From an optimization exercise on the open Yosys and OpenROAD flow, aimed at a short achievable clock period and few clock cycles; shortcuts taken in it are not production practice. Function was checked by simulation only, so behaviour that the tests miss may differ from the original. Power figures rest on the tool's default switching activity, not on a simulated workload.

File: design/flow/run.sh
#!/bin/bash
# synth_recipe.tcl (not shown) runs the flow's synth.tcl, then flattens the netlist and writes it again
# the make line also repeats each setting of config.mk as NAME=value (left out here)
make -C /OpenROAD-flow-scripts/flow DESIGN_CONFIG=/design/flow/config.mk WORK_HOME=/design/flow/orfs CLKGATE_MAP_FILE= SYNTH_SCRIPT=/design/flow/synth_recipe.tcl finish
File: design/flow/config.mk
export PLATFORM = sky130hd
export DESIGN_NAME = tissue
export DESIGN_NICKNAME = tissue
export VERILOG_FILES = /design/flow/design.v
export SDC_FILE = /design/flow/constraint.sdc
export NUM_CORES = 4
export LEC_CHECK = 0
export CAP_MARGIN = 20
export CORE_MARGIN = 2
export CORE_UTILIZATION = 45
export PLACE_DENSITY = 0.6
export SETUP_SLACK_MARGIN = 3.0
export SLEW_MARGIN = 20
File: design/flow/constraint.sdc
create_clock -name core_clock -period 6.0 [get_ports {clk}]
set_input_delay 1.2000 -clock core_clock [delete_from_list [all_inputs] [get_ports {clk}]]
set_output_delay 1.2000 -clock core_clock [all_outputs]
set_load 0.01 [all_outputs]
File: design/flow/design.v
`timescale 1ns/1ns
module tissue #(
  parameter K = 3                  
) (
  input clk,
  input rst,
  input init,
  input cell_init_status_in,
  input [32:0] number_of_steps,
  input [7:0] flip_chance_in,
  input [7:0] cell_logic_inputs_in,
  input [7:0] cell_lfsr_seed_in,
  output reg done,
  output [89:0] cells
);
  localparam W  = 30;
  localparam NC = 90;
  function [7:0] adv1(input [7:0] x);
    adv1 = {x[6:0], x[7] ^ x[5] ^ x[4] ^ x[3]};
  endfunction
  function [7:0] utab(input [7:0] lg, input fa, input fb);
    utab = {fa ? lg[6] : lg[7], fb ? lg[7] : lg[6],
            fa ? lg[4] : lg[5], fb ? lg[5] : lg[4],
            fa ? lg[2] : lg[3], fb ? lg[3] : lg[2],
            fa ? lg[0] : lg[1], fb ? lg[1] : lg[0]};
  endfunction
  reg [NC-1:0]   is_r;
  reg [8*NC-1:0] ch_r;
  reg [8*NC-1:0] lg_r;
  reg [8*NC-1:0] sd_r;
  always @(posedge clk) begin
    if (init) begin
      is_r <= {is_r[NC-2:0], cell_init_status_in};
      ch_r <= {ch_r[8*NC-9:0], flip_chance_in};
      lg_r <= {lg_r[8*NC-9:0], cell_logic_inputs_in};
      sd_r <= {sd_r[8*NC-9:0], cell_lfsr_seed_in};
    end
  end
  reg        running;
  reg [32:0] rem;
  reg        last;         
  wire       busy = running & ~done;
  always @(posedge clk) begin
    if (rst) begin
      running <= 1'b1;
      done    <= 1'b0;
      rem     <= number_of_steps;
      last    <= (number_of_steps < K);
    end else if (init) begin
      running <= 1'b0;
      done    <= 1'b0;
    end else if (busy) begin
      rem     <= rem - K;
      last    <= (rem < 2*K);
      if (last) done <= 1'b1;
    end
  end
  wire [K-1:1] sel;
  genvar i;
  generate
    for (i = 1; i < K; i = i + 1) begin : g_sel
      assign sel[i] = (rem[3:0] == i-1);
    end
  endgenerate
  reg [7:0]   lf   [0:NC-1];
  reg [7:0]   u0_r [0:NC-1];     
  reg [K-1:1] fa_r [0:NC-1];     
  reg [K-1:1] fb_r [0:NC-1];     
  genvar k, g;
  generate
    for (k = 0; k < NC; k = k + 1) begin : g_lf
      wire [7:0] seed_ld;
      if (k == 0) assign seed_ld = cell_lfsr_seed_in;
      else        assign seed_ld = sd_r[8*k-1 -: 8];
      wire [7:0] ch = ch_r[8*k+7 -: 8];
      wire [7:0] lg = lg_r[8*k+7 -: 8];
      wire [7:0] A [0:2*K];      
      wire [7:0] B [0:K];        
      assign A[0] = lf[k];
      assign B[0] = seed_ld;
      for (g = 0; g < 2*K; g = g + 1) begin : g_a
        assign A[g+1] = adv1(A[g]);
      end
      for (g = 0; g < K; g = g + 1) begin : g_b
        assign B[g+1] = adv1(B[g]);
      end
      wire [K-1:0] fa_n, fb_n;
      for (g = 0; g < K; g = g + 1) begin : g_f
        wire [7:0] x = rst ? B[g] : A[K+g];
        wire [3:0] a = {x[2:0], |x[7:3]};
        wire [3:0] b = {x[7:5], |x[4:0]};
        assign fa_n[g] = (a <= ch[3:0]);
        assign fb_n[g] = (b <= ch[7:4]);
      end
      always @(posedge clk) begin
        if (rst | busy) begin
          lf[k]   <= rst ? seed_ld : A[K];
          u0_r[k] <= utab(lg, fa_n[0], fb_n[0]);
          fa_r[k] <= fa_n[K-1:1];
          fb_r[k] <= fb_n[K-1:1];
        end
      end
    end
  endgenerate
  reg  [NC-1:0] c_r;
  wire [NC-1:0] gen [0:K];
  assign gen[0] = c_r;
  generate
    for (g = 0; g < K; g = g + 1) begin : g_gen
      for (k = 0; k < NC; k = k + 1) begin : g_cell
        wire [7:0] u;
        if (g == 0) assign u = u0_r[k];
        else        assign u = utab(lg_r[8*k+7 -: 8], fa_r[k][g], fb_r[k][g]);
        wire cc = gen[g][k];
        wire l, r;
        if (k % W == 0)     assign l = 1'b0;
        else                assign l = gen[g][k-1];
        if (k % W == W - 1) assign r = 1'b0;
        else                assign r = gen[g][k+1];
        assign gen[g+1][k] = u[{cc, l, r}];
      end
    end
  endgenerate
  reg [NC-1:0] part;
  integer j;
  always @* begin
    part = gen[1];
    for (j = 2; j < K; j = j + 1)
      if (sel[j]) part = gen[j];
  end
  wire take_k = ~rst & busy & (~last | (rem[3:0] == K-1));
  wire [NC-1:0] alt = rst ? is_r : (busy ? part : c_r);
  always @(posedge clk) c_r <= take_k ? gen[K] : alt;
  assign cells = c_r;
endmodule
==> results.yml, run 1 <==
route:
  drt_iter0_drc: 10500
  antenna_left: 0
  wire_per_inst_um: 22.8
  drc_errors: 0
  first_pass_iters: 6
  vias: 151000
  finalWirelength_mm: 613
  via_per_inst: 5.60
timing:
  tightest_slew_ps: 1080
  fin_skew_ps: 82.6
  finalSetupViolations: 0
  worst_slack_ps: 2250
  fin_crit_ps: 3750
  maxSlewHeadroom_pct: 28.2
  period_share_pct: 62.5
  finalHoldViolations: 0
  fmax_mhz: 267
  rsz0062_at_grt: "true"
  final_max_slew_viol_count: 0
grt:
  grt_use_total_pct: 22.2
  overflow: 0
  antenna_found_initial: 8
  grt_pass1_wl_mm: 928
  grt_pass1_vias: 150000
  grt_max_degree: 159
floorplan:
  dieArea_mm2: 0.530
  core_area_mm2: 0.522
  io_pins: 152
  die_h_um: 728
  std_cell_rows: 265
  die_w_um: 728
  initial_utilization_pct: 45.2
critical_path:
  crit_type: "reg2reg"
  cpMaxStageDelayCell: "mux4_2"
  path_cells: "mux4_2 > mux2i_1 > buf_4 > mux2i_4 > mux4_2 > mux2i_4 > mux2i_4 > mux4_2 > mux2i_1 > o21ai_1"
  path_delay_family: "multiplexers"
  cp_max_fo: 4
  cp-end-kind: "flop"
  path_depth: 10
  cp.required_ps: 6760
  slowest_delay_ps: 550
  cp_num_buf_inv: 1
  critPathArrivalTime_ps: 4510
  ff2ff_path_depth: 10
  start_kind: "flop"
synth:
  syn_avg_cell_area_um2: 13.2
  synth_edf_count: 4132
  synthCells: 17800
  yosysSeqAreaShare_pct: 52.6
  synth_area_mm2: 0.236
  ys.flop_type: "edfxtp_1"
  synth_area_leaders: "edfxtp_1 (53%), ha_1 (11%), mux2_2 (7.2%), xnor2_1 (4.2%), mux2i_1 (2.9%)"
  yosysUniqueCellTypes: 73
  yosys.area.top_type: "edfxtp_1"
  ys_async_sr_fraction_pct: 0
  syn-num-nets: 20000
  synth.yosys.warnings: 5
  ys_seq_elements: 4134
  netlist.area_leader.share_pct: 52.6
layout:
  areaGrowthSynthToFinish_pct: 22.8
  multi_input_area_mm2: 0.118
  final_core_util_pct: 55.5
  final_nets: 21800
  stdcell_count: 26900
  layout-drive-gt1-share_pct: 28.2
  regArea_mm2: 0.124
  fillerInstances: 42200
pwr:
  ir_worst_vdd_mv: 0.382
  p_leak_nw: 117
  sw_frac_of_total_pct: 36.2
  power.density_mw_per_mm2: 523
  intPower_mw: 96.6
  p_sw_mw: 54.9
  clock_power_share_pct: 19.3
  power.share.sequential_pct: 28.3
  comb_power_share_pct: 52.4
clocking:
  h-tree-depth: 5
  tritoncts.num_buffers: 461
  ctsHoldBuffers: 0
  cts.sinks: 4134
  clock_latency_ps: 1060
  clockBufferDepth: 4
  path_clk_slew_ps: 60
  cts-root-buf: "clkbuf_16"
  cts_tree: "done"
placed_design:
  place.gp.congestion: 0.845
  hpwlAfterDp_mm: 396
  pre_cts_ws_ps: 781
  dp_cells: 24500
  io_buffers: 151
outcome:
  status: "no timing/DRC/antenna violations"
hold_path:
  hold_depth: 0
  min_path_type: "reg2reg"
flow_run:
  cap_violations: 0
-- power by group through the flow --
stage	clock [mW]	sequential [mW]	combinational, mW
floorplan	0	41.9	46.2
finish	29.2	42.9	79.4
global placement	0	44.1	55.7
detailed placement	0	44.1	56.6
global route	30.9	43.4	86.0
CTS	29.9	42.7	73.0
-- cell type report --
type,count,area share [%]
Multi-Input combinational cell,12300,40.8
Inverter,824,1.08
Timing Repair inverter,4,0.0268
Timing Repair Buffer,1830,6.91
Clock inverter,330,1.26
Tap cell,6942,3.00
Antenna cell,3,0.00259
Clock buffer,528,4.09
Sequential cell,4134,42.9
-- Yosys cell counts, types with 7 or more instances --
| cell type | instances |
|---|---|
| edfxtp_1 | 4132 |
| ha_1 | 2127 |
| mux2_2 | 1505 |
| xnor2_1 | 1134 |
| o21ai_0 | 934 |
| inv_1 | 823 |
| mux2i_1 | 689 |
| a21oi_1 | 668 |
| nand2b_1 | 593 |
| nor2_1 | 592 |
| nand2_1 | 576 |
| nor2b_1 | 542 |
| a41o_1 | 539 |
| xor2_1 | 426 |
| nor3_1 | 389 |
| clkbuf_1 | 227 |
| or3_1 | 186 |
| nor3b_1 | 172 |
| mux4_2 | 152 |
| buf_4 | 137 |
| o211ai_1 | 127 |
| nand3b_1 | 124 |
| or2_2 | 112 |
| buf_2 | 102 |
| a211o_1 | 95 |
| o211a_1 | 73 |
| nand3_1 | 65 |
| or4_1 | 52 |
| a211oi_1 | 47 |
| and3_1 | 45 |
| a31oi_1 | 44 |
| mux2i_2 | 44 |
| o41ai_1 | 42 |
| o21ai_2 | 35 |
| mux2i_4 | 30 |
| buf_1 | 29 |
| buf_6 | 23 |
| and2_1 | 22 |
| clkbuf_2 | 19 |
| nor4_1 | 14 |
| o221a_2 | 12 |
| a22oi_1 | 11 |
| a2bb2oi_1 | 8 |
| a21boi_0 | 7 |
-- metal layers --
| layer | vias to the layer above | routed length (um) | share of wire (%) | track usage [%] |
|---|---|---|---|---|
| li1 | 71100 | - | - | - |
| met4 | 0 | 16900 | 2.8 | 5.82 |
| met2 | 3190 | 300000 | 49 | 37.9 |
| met5 | - | 0 | 0 | 0 |
| met3 | 891 | 24300 | 4.0 | 2.29 |
| met1 | 75400 | 272000 | 44 | 30.2 |
-- cell families (layout without fill, tap and decap cells) --
| group | after synthesis | after routing | share of synthesized area (%) |
|---|---|---|---|
| simple gates | 3509 | 3513 | 8.04 |
| xor+xnor | 1560 | 1560 | 5.79 |
| buf+inv | 1361 | 3516 | 2.52 |
| flops | 4134 | 4134 | 52.6 |
| fa+ha+maj | 2127 | 2127 | 11.3 |
| other cells | 0 | 3 | 0 |
| compound gates | 2690 | 2691 | 7.61 |
| mux | 2425 | 2428 | 12.1 |
-- worst register-to-register path: stages (launching register included) --
cell and delay (ps):
edfxtp_1 480, mux4_2 550, mux2i_1 140, buf_4 160, mux2i_4 260, mux4_2 550, mux2i_4 230, mux2i_4 320
mux4_2 530, mux2i_1 160, o21ai_1 100
-- flip-flops by register name, indices dropped and copies added (netlist names) --
name     count
last         1
fa_r       174
sd_r       712
ch_r       716
u0_r       696
running      1
is_r        90
done         1
lg_r       720
fb_r       180
c_r         90
lf         720
rem         33
-- path summary, 6_finish.rpt --
| path | startpoint | endpoint | slack [ps] |
|---|---|---|---|
| setup / recovery | c_r[82]$_DFFE_PP_ | c_r[81]$_DFFE_PP_ | 2250 |
| hold / removal | ch_r[232]$_DFFE_PP_ | ch_r[240]$_DFFE_PP_ | 400 |
| setup reg to reg | c_r[82]$_DFFE_PP_ | c_r[81]$_DFFE_PP_ | 2250 |
| hold reg to reg | ch_r[232]$_DFFE_PP_ | ch_r[240]$_DFFE_PP_ | 400 |
-- metrics by stage --
step	cell area (um2)	setup TNS (ps)	hold WS, ps	power, mW
final	290000	0	398	152
after global routing	290000	0	400	160
after CTS	279000	0	395	146
after detailed placement	245000	0	406	101
after global placement	245000	0	403	99.9
after floorplan	236000	-7048920	400	88.1
-- cells in the final DEF (no fill, tap or decap), types with 270 or more instances in the layout --
cell       netlist  final
edfxtp_1      4132   4132
ha_1          2127   1986
xnor2_1       1134   1086
buf_4          137   1030
mux2_4           3    946
inv_1          823    821
o21ai_0        934    602
mux2i_1        689    578
nand2b_1       593    572
mux2_2        1505    562
nand2_1        576    554
nor2b_1        542    530
a21oi_1        668    529
nor2_1         592    480
clkbuf_16        0    476
buf_6           23    405
xor2_1         426    393
a41o_1         539    368
nor3_1         389    287
o21ai_1          4    270
-- timing repair --
item	in CTS	in global routing
pin swaps	327	562
setup buffers	977	456
gates cloned	73	13
endpoints found under the setup margin	3061	944
resized for setup	2483	1675
Testbench counts, summed over its fixed seeds: cycles 13,412.
==> run 2: changes to the inputs <==
--- a/design/flow/design.v
+++ b/design/flow/design.v
@@ -2,3 +2,3 @@
 module tissue #(
-  parameter K = 3                  
+  parameter K = 4                  
 ) (
--- a/design/flow/config.mk
+++ b/design/flow/config.mk
@@ -11,3 +11,3 @@
 export PLACE_DENSITY = 0.6
-export SETUP_SLACK_MARGIN = 3.0
+export SETUP_SLACK_MARGIN = 2.5
 export SLEW_MARGIN = 20
==> run 2 against run 1 <==
Effect of this change:
- final cell count increased by 14%
- synthesized area increased by 13%
- sequential power increased by 13%
- utilization decreased by 2.6 points
- critical path type unchanged
- critical endpoint is now c_r[73]$_DFFE_PP_
- largest power group unchanged
==> results.yml, run 2 <==
timing:
  fin_crit_ps: 4600
  finalHoldViolations: 0
  tightest_slew_ps: 1160
  period_share_pct: 76.7
  fin_skew_ps: 93.9
  finalSetupViolations: 0
  final_max_slew_viol_count: 0
  worst_slack_ps: 1400
  fmax_mhz: 217
  rsz0062_at_grt: "true"
  final.setup.tns_ps: 0
  maxSlewHeadroom_pct: 22.5
layout:
  fillerInstances: 49300
  final_cell_mix: "edfxtp_1 (4309), ha_1 (2832), xnor2_1 (1651), mux2_2 (1134), o21ai_0 (1031)"
  reg_top3: "lf (720), lg_r (720), ch_r (716)"
  stdcell_count: 30600
  final_common_cell: "edfxtp_1"
  areaGrowthSynthToFinish_pct: 17.0
  final_design_area_no_fill_mm2: 0.312
  layout-drive-gt1-share_pct: 21.1
  final_nets: 25300
grt:
  grt_pass1_wl_mm: 1050
  grt_max_degree: 154
  antenna_found_initial: 16
  grt_use_total_pct: 22.0
  overflow: 0
  grt_pass1_vias: 173000
synth:
  synthCells: 20900
  yosysUniqueCellTypes: 98
  synth_top_family_by_area: "adder cells"
  ys_seq_elements: 4311
  syn-num-nets: 23800
  syn_avg_cell_area_um2: 12.8
  synth-xor-area-share_pct: 7.11
  synth_area_leaders: "edfxtp_1 (48%), ha_1 (13%), xnor2_1 (5.5%), mux2_2 (5.3%), mux2i_1 (4.5%)"
  yosys.area.top_type: "edfxtp_1"
  netlist.area_leader.share_pct: 48.5
  synth.yosys.warnings: 5
  synthSimpleGateAreaFrac_pct: 7.79
  ys.flop_type: "edfxtp_1"
  yosysSeqAreaShare_pct: 48.5
  synth-compound-area-share_pct: 8.32
  ys_async_sr_fraction_pct: 0
  muxShareOfSynthArea_pct: 12.8
  synth_commonest_cells: "edfxtp_1 (4309), ha_1 (2833), xnor2_1 (1684), mux2_2 (1246), mux2i_1 (1197)"
  synth_area_mm2: 0.267
  synth_edf_count: 4309
  synthAdderAreaFrac_pct: 13.3
  yosysMostFrequentCell: "edfxtp_1"
floorplan:
  die_h_um: 774
  dieArea_mm2: 0.599
  die_w_um: 774
  std_cell_rows: 282
  initial_utilization_pct: 45.2
  io_pins: 152
  core_area_mm2: 0.590
route:
  via_per_inst: 5.71
  vias: 175000
  met1_length_mm: 323
  antenna_left: 0
  finalWirelength_mm: 691
  dr_wl_met3_mm: 35.0
  drt_iter0_drc: 13300
  highest_layer: "met4"
  wire_per_inst_um: 22.6
  wl_met2_mm: 315
  first_pass_iters: 6
  drc_errors: 0
critical_path:
  cp_num_buf_inv: 1
  crit_type: "reg2reg"
  critPathArrivalTime_ps: 5380
  path_delay_family: "multiplexers"
  cp_max_fo: 3
  cp-end-kind: "flop"
  path_cells: "buf_12 > mux4_2 > mux2i_4 > mux2i_4 > mux4_2 > mux2i_4 > mux2i_4 > mux4_2 > nand2_2 > o31a_1 > mux2i_2 > mux4_2 > mux2i_1 > o21ai_1"
  slowest_delay_ps: 550
  start_kind: "flop"
  cpMaxStageDelayCell: "mux4_2"
  cp.required_ps: 6770
pwr:
  power.density_mw_per_mm2: 663
  ir_worst_vdd_mv: 0.598
  clock_power_share_pct: 14.7
  comb_power_share_pct: 61.9
  sw_frac_of_total_pct: 39.3
  power.share.sequential_pct: 23.4
  power_mw: 207
  p_leak_nw: 125
  p_sw_mw: 81.4
  intPower_mw: 126
outcome:
  status: "no timing/DRC/antenna violations"
clocking:
  h-tree-depth: 5
  cts-root-buf: "clkbuf_16"
  ctsHoldBuffers: 0
  path_clk_slew_ps: 60
  cts_tree: "done"
  clock_latency_ps: 1080
  clockBufferDepth: 4
  tritoncts.num_buffers: 482
  cts.sinks: 4311
placed_design:
  io_buffers: 151
  place.gp.congestion: 0.846
  placed_area_mm2: 0.280
  pre_cts_ws_ps: 359
  hpwlAfterDp_mm: 479
  dp_cells: 28800
hold_path:
  min_path_type: "reg2reg"
flow_run:
  cap_violations: 0
## run 2: changes by cell type in the layout (fill, tap and decap cells not counted), moves of 429 or more
cell | before | now
ha_1 | 1986 | 2832
mux2_4 | 946 | 114
mux2_2 | 562 | 1134
xnor2_1 | 1086 | 1651
a21oi_1 | 529 | 999
o21ai_0 | 602 | 1031
## run 2: cells by family after synthesis
logic type / Yosys count
and+or+nand+nor: 3890
xor gates and xnor gates: 2167
AOI/OAI and AO/OA: 3406
DFF: 4311
muxes: 2814
buffers and inverters: 1481
adders and majority gates: 2833
## run 2: worst reg2reg max path, cell delays in order, from the launching register on
cell and delay, ps:
edfxtp_1 380, buf_12 120, mux4_2 510, mux2i_4 240, mux2i_4 310, mux4_2 550, mux2i_4 240, mux2i_4 300
mux4_2 530, nand2_2 60, o31a_1 200, mux2i_2 290, mux4_2 340, mux2i_1 160, o21ai_1 90
## run 2: path summary, 6_finish.rpt
path	start	to	slack [ps]	depth (start not counted)
min	is_r[39]$_DFFE_PP_	is_r[40]$_DFFE_PP_	400	0
max reg2reg	c_r[75]$_DFFE_PP_	c_r[73]$_DFFE_PP_	1400	14
min reg2reg	is_r[39]$_DFFE_PP_	is_r[40]$_DFFE_PP_	400	0
max	c_r[75]$_DFFE_PP_	c_r[73]$_DFFE_PP_	1400	14
## run 2: power groups by stage
stage | clock (mW) | sequential, mW | combinational, mW
finish | 30.5 | 48.5 | 128
global route | 32.3 | 49.3 | 139
CTS | 31.2 | 48.4 | 120
detailed placement | 0 | 49.3 | 97.2
global placement | 0 | 49.3 | 95.0
floorplan | 0 | 47.0 | 75.7
## run 2: metal layers
| metal | track usage (%) | vias up |
|---|---|---|
| met5 | 0 | - |
| met2 | 34.9 | 4487 |
| met4 | 5.27 | 0 |
| met3 | 2.60 | 1056 |
| li1 | - | 82600 |
| met1 | 32.2 | 86600 |
## run 2: layout make-up
class                      instances  area [um2]  area share [%]
multi-input combinational      15100      139000            44.5
sequential                      4311      129000            41.4
timing repair buffer            1428       14100            4.50
clock buffer                     553       12400            3.96
tap                             7810        9770            3.13
inverter                        1014        3840            1.23
clock inverter                   349        3840            1.23
timing repair inverter             4        68.8          0.0220
antenna                            9        22.5         0.00721
## run 2: metrics by stage
step	hold WS [ps]	utilization, %
floorplan	400	-
global placement	401	47.4
detailed placement	405	47.4
CTS	408	52.0
global route	411	52.9
finish	398	52.9
## run 2: repair_timing
action                                  4_1_cts  5_1_grt
gates resized for setup                    1199      693
pin swaps                                   188      189
endpoints found under the setup margin      801      689
cloned                                       15       24
buffers inserted                            641      233
Testbench counts of run 2, summed over its fixed seeds: cycles 10,992.

==> afterwards: timing with drivers on the ports <==
The flow's constraints put no driver on any port. The routed layouts listed below were extracted and timed again, unchanged, in two steps.
Step 1 sets driving cells, clkbuf_16 on the clock port and buf_2 on the other inputs (assumed; they add their load-dependent delay and slew).
Step 2 also shifts input and output timing later by t, the mid clock arrival at the registers, as if the neighbouring blocks saw the same clock.
a / b / c = no drivers / after step 1 / after step 2; a / b = the first two.
| run | t, ns | slack for setup (ns) | worst setup path after step 2 | worst slew at a driven data input, ns | cell pins on the clock port's net |
|---|---|---|---|---|---|
| run 1 | 1.142 | 2.251 / 2.186 / 1.044 | input to register | 0.75 | 1 |
| run 2 | 1.158 | 1.397 / 1.397 / 1.121 | input to register | 0.42 | 1 |
After both steps every run listed still meets setup and hold. For run 1, which loses most, drivers alone change the setup slack by -0.065 ns; drivers and shift together by -1.207 ns.
